This is an optimization exercise on Yosys and OpenROAD, whose aim is small area and a short achievable clock period, not a production implementation. In this exercise RTL edits were held to simulation tests only and were not proved equivalent to the original. Power figures rest on the tool's default switching activity, not on a simulated workload.

== garnet ==
## CPU
module CPU(clk, Reset, imem_addr, imem_data, dmem_addr, dmem_wdata, dmem_we, dmem_re,
           dmem_rdata, wb_we, wb_dest, wb_data);
Size in the first run: about 1500 flip-flops, roughly 80000 um^2 of cells after synthesis.
Settings: LEC_CHECK=0, CAP_MARGIN=20, CORE_MARGIN=2, CORE_UTILIZATION=40, SLEW_MARGIN=20; clock period 11.0 ns.
standard.sh (not shown) runs the stock make flow with config.mk's settings and CLKGATE_MAP_FILE= SYNTH_SCRIPT=/design/flow/synth_recipe.tcl, a recipe that flattens the netlist after the stock synthesis.
==> flow/flow/run.sh <==
#!/bin/bash
# Standard ORFS layout with stronger timing repair: repair_timing aims for
# extra setup slack and may swap cells across footprints; ports get buf_2
# buffers instead of the default delay-cell buffers; clock tree leaves drive
# sink clusters of up to 25 and no dummy loads are added; design repair aims
# closer to the slew and capacitance limits.
set -uo pipefail
bash standard.sh \
  SETUP_SLACK_MARGIN=7.4 \
  MATCH_CELL_FOOTPRINT=0 \
  "BUFFER_PORTS_ARGS=-buffer_cell sky130_fd_sc_hd__buf_2" \
  CAP_MARGIN=10 \
  PLACE_DENSITY=0.70 \
  SLEW_MARGIN=10 \
  "CTS_ARGS=-sink_clustering_enable -repair_clock_nets -dont_use_dummy_load -sink_clustering_size 25 -sink_clustering_max_diameter 80" \
  finish > standard.log 2>&1
What raven does differently from garnet at the input level:
diff --git a/flow/flow/run.sh b/flow/flow/run.sh
--- a/flow/flow/run.sh
+++ b/flow/flow/run.sh
@@ -3 +3 @@
-# extra setup slack and may swap cells across footprints; ports get buf_2
+# extra setup slack and may swap cells across footprints; ports get buf_1
@@ -11 +11 @@
-  "BUFFER_PORTS_ARGS=-buffer_cell sky130_fd_sc_hd__buf_2" \
+  "BUFFER_PORTS_ARGS=-buffer_cell sky130_fd_sc_hd__buf_1" \
@@ -13 +12,0 @@
-  PLACE_DENSITY=0.70 \
## What came out
- raven against garnet; first-pass GRT wire length is up by a few percent.
- Delta (raven minus garnet): first-iteration DRC count now larger, routed wire length on met3 now smaller, power share of the combinational group now smaller, die area comparable.
- Worst setup slack for raven: 0.0052 ns down relative to garnet
- Summary — relative contribution of sequential cells to total power, raven relative to garnet: higher, by 0.9 points.
- raven reports its worst setup path endpoint as pc[2] while garnet reports hc[24].
- Taking garnet as the reference, in raven non-clock buffer count rose by about 8%; count of final setup violators flat; buffer and inverter count on the worst path went down.
## Diff of input files: sierra against raven
==> flow/flow/run.sh <==
#!/bin/bash
# Standard ORFS layout with stronger timing repair: repair_timing aims for
# extra setup slack and may swap cells across footprints; ports get buf_2
# buffers instead of the default delay-cell buffers; clock tree leaves drive
# sink clusters of up to 20 and no dummy loads are added.
set -uo pipefail
bash standard.sh \
  SETUP_SLACK_MARGIN=7.6 \
  MATCH_CELL_FOOTPRINT=0 \
  "BUFFER_PORTS_ARGS=-buffer_cell sky130_fd_sc_hd__buf_2" \
  "CTS_ARGS=-sink_clustering_enable -repair_clock_nets -dont_use_dummy_load -sink_clustering_size 20 -sink_clustering_max_diameter 60" \
  finish > standard.log 2>&1
[summary]
sierra completed end to end with timing, DRC and antenna clean. Total power went up by a little under 10% going from raven to sierra. Looking at power density of the placed cells across sierra and raven, the one that comes out lower is raven. Min number of H-tree levels across sierra and raven: raven. Going from raven to sierra, the total routing usage reported by global routing was found to have gone up by 2.0 points. Any difference in cell count of the worst hold path between raven and sierra is small enough to ignore. sierra gives more number of clock buffers in the layout than raven did. Total area of sequential cells, sierra and raven: larger value in sierra. Against raven, the final cell area of sierra is higher. In the reports for sierra and raven, the larger transition at the pin with the smallest max-transition slack belongs to sierra.
Input changes introduced in amber (baseline for comparison: sierra):
diff --git a/flow/flow/run.sh b/flow/flow/run.sh
--- a/flow/flow/run.sh
+++ b/flow/flow/run.sh
@@ -5 +5,2 @@
-# sink clusters of up to 20 and no dummy loads are added.
+# sink clusters of up to 25 and no dummy loads are added; design repair aims
+# closer to the slew and capacitance limits.
@@ -8 +9 @@
-  SETUP_SLACK_MARGIN=7.6 \
+  SETUP_SLACK_MARGIN=7.25 \
@@ -11 +12,3 @@
-  "CTS_ARGS=-sink_clustering_enable -repair_clock_nets -dont_use_dummy_load -sink_clustering_size 20 -sink_clustering_max_diameter 60" \
+  CAP_MARGIN=10 \
+  SLEW_MARGIN=10 \
+  "CTS_ARGS=-sink_clustering_enable -repair_clock_nets -dont_use_dummy_load -sink_clustering_size 25 -sink_clustering_max_diameter 80" \
--- outcome ---
- amber: done, clean on timing, DRC and antenna
- amber — area overhead of the layout relative to synthesis 9.6 points lower, sierra as reference
- In the metrics for sierra and amber, the one carrying the higher part of the cycle the worst path needs is amber.
- Between sierra and amber, setup slack after layout is higher for sierra, amber comes in under that.

-- afterwards: timing with drivers on the ports --
The results above use ideal ports. As a check the final layouts listed here were re-extracted and re-timed, cells and wires unchanged.
Step 1 (the two cells are an assumption about what drives the block):
set clk [get_ports {clk}]
set_driving_cell -lib_cell sky130_fd_sc_hd__clkbuf_16 $clk
set_driving_cell -lib_cell sky130_fd_sc_hd__buf_2 [delete_from_list [all_inputs] $clk]
Step 2, shift: input delay + t, output delay - t, t = (earliest + latest rising clock arrival at the registers) / 2. This alone moves slack from input paths to output paths.
Slacks: ideal ports / drivers / drivers and shift; pairs: ideal ports / drivers.
run	t (ns)	setup slack, ns	worst setup path after step 2
garnet	0.850	7.191 / 7.191 / 6.901	input to register
raven	0.853	7.186 / 7.186 / 6.674	input to register
sierra	0.905	7.193 / 7.133 / 6.922	input to register
amber	0.835	6.950 / 6.950 / 6.605	input to register
After both steps setup and hold are still met in every run listed. The setup slack of raven, which loses most, moves by 0.000 ns with the drivers and by -0.512 ns with both steps.
